From an optimization exercise on the open Yosys and OpenROAD flow, aimed at small area and a short achievable clock period; shortcuts taken in it are not production practice.
Where RTL was checked, it was by simulation tests only, not by an equivalence proof against the original.

== before ==
==> flow/design.v <==
module fir_retimed #(
    parameter N_TAPS = 4,
    parameter DATA_WIDTH = 18,
    parameter COEFF_WIDTH = 18
) (
    input clk,
    input reset_n,
    input ena,
    input signed [DATA_WIDTH-1:0] data_in,
    output signed [(DATA_WIDTH + COEFF_WIDTH + 2)-1:0] data_out
);
    reg signed [17:0] x0, x1, x2, x3;
    reg signed [23:0] q;
    reg signed [23:0] p;
    reg signed [23:0] z;
    wire signed [23:0] b = x2;
    wire signed [23:0] d = x3;
    wire signed [23:0] q_next = (b <<< 4) - b + (d <<< 4) + (d <<< 2);
    wire signed [23:0] p_next = q + (b <<< 3) + (b <<< 1);
    wire signed [23:0] z_next = p + (b <<< 2) + b;
    always @(posedge clk or negedge reset_n) begin
        if (!reset_n) begin
            x0 <= 18'd0;
            x1 <= 18'd0;
            x2 <= 18'd0;
            x3 <= 18'd0;
            q  <= 24'd0;
            p  <= 24'd0;
            z  <= 24'd0;
        end else if (ena) begin
            x0 <= data_in;
            x1 <= x0;
            x2 <= x1;
            x3 <= x2;
            q  <= q_next;
            p  <= p_next;
            z  <= z_next;
        end
    end
    assign data_out = {{13{z[23]}}, z, 1'b0};
endmodule
==> flow/config.mk <==
export PLATFORM = sky130hd
export DESIGN_NAME = fir_retimed
export DESIGN_NICKNAME = fir_retimed
export VERILOG_FILES = /design/flow/design.v
export SDC_FILE = /design/flow/constraint.sdc
export NUM_CORES = 4
export LEC_CHECK = 0
export CAP_MARGIN = 20
export CORE_MARGIN = 2
export CORE_UTILIZATION = 40
export SLEW_MARGIN = 20
==> flow/constraint.sdc <==
create_clock -name core_clock -period 4.5 [get_ports {clk}]
set_input_delay 0.9000 -clock core_clock [delete_from_list [all_inputs] [get_ports {clk}]]
set_output_delay 0.9000 -clock core_clock [all_outputs]
set_load 0.01 [all_outputs]
run.sh (not shown) runs the stock make flow with config.mk's settings and CLKGATE_MAP_FILE= SYNTH_SCRIPT=/design/flow/synth_recipe.tcl, a recipe that flattens the netlist after the stock synthesis.
Input-level comparison between after and before:
==> flow/design.v <==
module fir_retimed #(
    parameter N_TAPS = 4,
    parameter DATA_WIDTH = 18,
    parameter COEFF_WIDTH = 18
) (
    input clk,
    input reset_n,
    input ena,
    input signed [DATA_WIDTH-1:0] data_in,
    output signed [(DATA_WIDTH + COEFF_WIDTH + 2)-1:0] data_out
);
    reg signed [17:0] x0, x1, x2;
    reg signed [19:0] t;
    reg signed [20:0] s2;
    reg signed [21:0] s1;
    reg signed [21:0] s;
    reg signed [23:0] z;
    wire signed [19:0] t_next  = {{2{x0[17]}}, x0} + {x0[17], x0, 1'b0};
    wire signed [20:0] s2_next = {t[19], t} + {{1{x2[17]}}, x2, 2'b00};
    wire signed [21:0] s1_next = {s2[20], s2} + {{3{x1[17]}}, x1, 1'b0};
    wire signed [21:0] s_next  = s1 + {{4{x1[17]}}, x1};
    wire signed [23:0] z_next  = {{2{s[21]}}, s} + {s, 2'b00};
    always @(posedge clk or negedge reset_n) begin
        if (!reset_n) begin
            x0 <= 18'd0;
            x1 <= 18'd0;
            x2 <= 18'd0;
            t  <= 20'd0;
            s2 <= 21'd0;
            s1 <= 22'd0;
            s  <= 22'd0;
            z  <= 24'd0;
        end else if (ena) begin
            x0 <= data_in;
            x1 <= x0;
            x2 <= x1;
            t  <= t_next;
            s2 <= s2_next;
            s1 <= s1_next;
            s  <= s_next;
            z  <= z_next;
        end
    end
    assign data_out = {{13{z[23]}}, z, 1'b0};
endmodule
Findings:
- Final period utilization on after is down relative to before.
- Diff before -> after | number of DRC violations after detailed-routing iteration 0 | increase of about 37%
- after against before: clock skew saw little to no change; number of slew-limit violations in the final report shows no meaningful change; global router's overall resource usage +0.52 points.
- When after is set beside before, its number of cell instances on the worst register-to-register path turns out to be 4 smaller.
- Compared to before, the routing of after uses more wire.
- The detailed-route vias per instance reported for after is greater than that of before by about 8%.
- Changes observed in after relative to before: standard-cell row count up 3.4%, post-synthesis to final-layout area growth shrank by 1.2 points.
- Re adder-cell share of the synthesized area: before was higher than after.
- Taking before as the reference, in after post-synthesis compound-gate area fraction shows an increase of 5.7 points; utilization saw a decrease.
No functional check of the RTL was part of any run of this note.


Another version of the RTL of fir_retimed (not shown whole).
Size in the first run: about 750 cells after synthesis, roughly 130 flip-flops.
==> module fir_retimed, before the edit <==
module fir_retimed #(
    parameter N_TAPS = 4,
    parameter DATA_WIDTH = 18,
    parameter COEFF_WIDTH = 18
) (
    input clk,
    input reset_n,
    input ena,
    input signed [DATA_WIDTH-1:0] data_in,
    output signed [(DATA_WIDTH + COEFF_WIDTH + 2)-1:0] data_out
);
    reg signed [17:0] x0, x1, x2, x3, x4, x5;
    reg signed [23:0] z;
    wire signed [23:0] a = x2;
    wire signed [23:0] b = x3;
    wire signed [23:0] c = x4;
    wire signed [23:0] d = x5;
    wire signed [23:0] z_next = (a <<< 2) + a + (b <<< 3) + (b <<< 1)
                              + (c <<< 4) - c + (d <<< 4) + (d <<< 2);
    always @(posedge clk or negedge reset_n) begin
        if (!reset_n) begin
            x0 <= 18'd0;
            x1 <= 18'd0;
            x2 <= 18'd0;
            x3 <= 18'd0;
            x4 <= 18'd0;
            x5 <= 18'd0;
            z  <= 24'd0;
        end else if (ena) begin
            x0 <= data_in;
            x1 <= x0;
            x2 <= x1;
            x3 <= x2;
            x4 <= x3;
            x5 <= x4;
            z  <= z_next;
        end
    end
    assign data_out = {{13{z[23]}}, z, 1'b0};
endmodule
Settings: LEC_CHECK=0, CAP_MARGIN=20, CORE_MARGIN=2, CORE_UTILIZATION=40, SLEW_MARGIN=20; clock period 4.5 ns.
Change:
==> flow/design.v (replaced) <==
module fir_retimed #(
    parameter N_TAPS = 4,
    parameter DATA_WIDTH = 18,
    parameter COEFF_WIDTH = 18
) (
    input clk,
    input reset_n,
    input ena,
    input signed [DATA_WIDTH-1:0] data_in,
    output signed [(DATA_WIDTH + COEFF_WIDTH + 2)-1:0] data_out
);
    reg signed [17:0] x0, x1;
    reg signed [18:0] u;
    reg signed [20:0] s2;
    reg signed [21:0] s1;
    reg signed [21:0] s;
    reg signed [23:0] z;
    wire signed [18:0] u_next  = {x0[17], x0} + {x1[17], x1};
    wire signed [20:0] s2_next = {u, 2'b00} - {{3{x1[17]}}, x1};
    wire signed [21:0] s1_next = {s2[20], s2} + {{3{x1[17]}}, x1, 1'b0};
    wire signed [21:0] s_next  = s1 + {{4{x1[17]}}, x1};
    wire signed [23:0] z_next  = {{2{s[21]}}, s} + {s, 2'b00};
    always @(posedge clk or negedge reset_n) begin
        if (!reset_n) begin
            x0 <= 18'd0;
            x1 <= 18'd0;
            u  <= 19'd0;
            s2 <= 21'd0;
            s1 <= 22'd0;
            s  <= 22'd0;
            z  <= 24'd0;
        end else if (ena) begin
            x0 <= data_in;
            x1 <= x0;
            u  <= u_next;
            s2 <= s2_next;
            s1 <= s1_next;
            s  <= s_next;
            z  <= z_next;
        end
    end
    assign data_out = {{13{z[23]}}, z, 1'b0};
endmodule
Effect:
- global-route usage rose by 1.5 points
- first-iteration DRC count went up by 99%
- final area rose by 14%
- non-clock buffer count drops by 11
- utilization drops by 1.3 points
No functional check of the RTL was part of any run of this note.


Another version of the RTL of fir_retimed (not shown whole).
Size in the first run: roughly 59 I/O pins, roughly 9300 µm² of cells after synthesis.
==> module fir_retimed, before the edit <==
module fir_retimed #(
    parameter N_TAPS = 4,
    parameter DATA_WIDTH = 18,
    parameter COEFF_WIDTH = 18
) (
    input clk,
    input reset_n,
    input ena,
    input signed [DATA_WIDTH-1:0] data_in,
    output signed [(DATA_WIDTH + COEFF_WIDTH + 2)-1:0] data_out
);
    localparam KIND = 0;
    reg signed [17:0] x0, x1;
    reg signed [18:0] u;
    reg signed [20:0] s2;
    reg signed [21:0] s1;
    reg signed [21:0] s;
    reg signed [23:0] z;
    wire [18:0] u_next;
    wire [20:0] s2_next;
    wire [21:0] s1_next;
    wire [21:0] s_next;
    wire [23:0] z_next;
    pfx_add #(.W(19), .KIND(KIND)) add_u (
        .a({x0[17], x0}), .b({x1[17], x1}), .ci(1'b0), .s(u_next));
    pfx_add #(.W(21), .KIND(KIND)) add_s2 (
        .a({u, 2'b00}), .b(~{{3{x1[17]}}, x1}), .ci(1'b1), .s(s2_next));
    pfx_add #(.W(21), .KIND(KIND)) add_s1 (
        .a({s2[20], s2[20:1]}), .b({{3{x1[17]}}, x1}), .ci(1'b0), .s(s1_next[21:1]));
    assign s1_next[0] = s2[0];
    pfx_add #(.W(22), .KIND(KIND)) add_s (
        .a(s1), .b({{4{x1[17]}}, x1}), .ci(1'b0), .s(s_next));
    pfx_add #(.W(22), .KIND(KIND)) add_z (
        .a({s[21], s[21], s[21:2]}), .b(s), .ci(1'b0), .s(z_next[23:2]));
    assign z_next[1:0] = s[1:0];
    always @(posedge clk or negedge reset_n) begin
        if (!reset_n) begin
            x0 <= 18'd0;
            x1 <= 18'd0;
            u  <= 19'd0;
            s2 <= 21'd0;
            s1 <= 22'd0;
            s  <= 22'd0;
            z  <= 24'd0;
        end else if (ena) begin
            x0 <= data_in;
            x1 <= x0;
            u  <= u_next;
            s2 <= s2_next;
            s1 <= s1_next;
            s  <= s_next;
            z  <= z_next;
        end
    end
    assign data_out = {{13{z[23]}}, z, 1'b0};
endmodule
Settings: LEC_CHECK=0, CAP_MARGIN=20, CORE_MARGIN=2, CORE_UTILIZATION=40, SETUP_SLACK_MARGIN=1.8, SLEW_MARGIN=20; clock period 4.5 ns.
Rerun with:
--- a/flow/design.v
+++ b/flow/design.v
@@ -6,13 +6,13 @@
     input clk,
     input reset_n,
     input ena,
     input signed [DATA_WIDTH-1:0] data_in,
     output signed [(DATA_WIDTH + COEFF_WIDTH + 2)-1:0] data_out
 );
-    localparam KIND = 0;
+    localparam KIND = 2;
     reg signed [17:0] x0, x1;
     reg signed [18:0] u;
     reg signed [20:0] s2;
     reg signed [21:0] s1;
     reg signed [21:0] s;
     reg signed [23:0] z;
=>
- The changed run produced a clean layout
- routed wire length rises by 24%
- sequential share of layout area decreases by 1.1 points
- non-clock buffer count decreases by 34
- setup slack improves by 0.17 ns
- synthesized area rose by about 9%
- global-route usage goes up by 1.3 points
- cell area came out higher by 3.3%
Only the layout flow was run in the second run of this note; the RTL was not checked for function there.

## what the ideal ports hide
In the flow no input, the clock included, has a driving cell. The finished layouts below were timed again as built, in two steps.
Step 1 sets driving cells, clkbuf_16 on the clock port and buf_2 on the other inputs (assumed; they add their load-dependent delay and slew).
Step 2 moves the port delays by t, midway between the first and last clock arrival at a register: inputs arrive t later, outputs are due t later. That takes back most of the time a late clock gives input paths.
Slacks: ideal / step 1 / step 2; pairs: ideal / step 1.
run | t (ns) | setup WS [ns] | hold WS [ns] | worst setup path after step 2 | latest minus earliest clock arrival (ns)
before | 0.460 | 0.626 / 0.626 / 0.626 | 0.480 / 0.480 / 0.480 | register to register | 0.013 / 0.013
after | 0.471 | 1.651 / 1.651 / 1.485 | 0.480 / 0.480 / 0.480 | input to register | 0.017 / 0.016
the first run of note 2 | 0.460 | 0.141 / 0.141 / 0.141 | 0.420 / 0.420 / 0.475 | register to register | 0.009 / 0.008
the second run of note 2 | 0.470 | 1.676 / 1.676 / 1.676 | 0.480 / 0.480 / 0.480 | register to register | 0.015 / 0.016
the first run of note 3 | 0.460 | 1.654 / 1.654 / 1.654 | 0.505 / 0.505 / 0.505 | register to register | 0.012 / 0.011
the second run of note 3 | 0.471 | 1.829 / 1.829 / 1.829 | 0.489 / 0.489 / 0.489 | register to register | 0.012 / 0.012
After both steps every run listed still meets setup and hold. The setup slack of after, which loses most, moves by 0.000 ns with the drivers and by -0.166 ns with both steps.
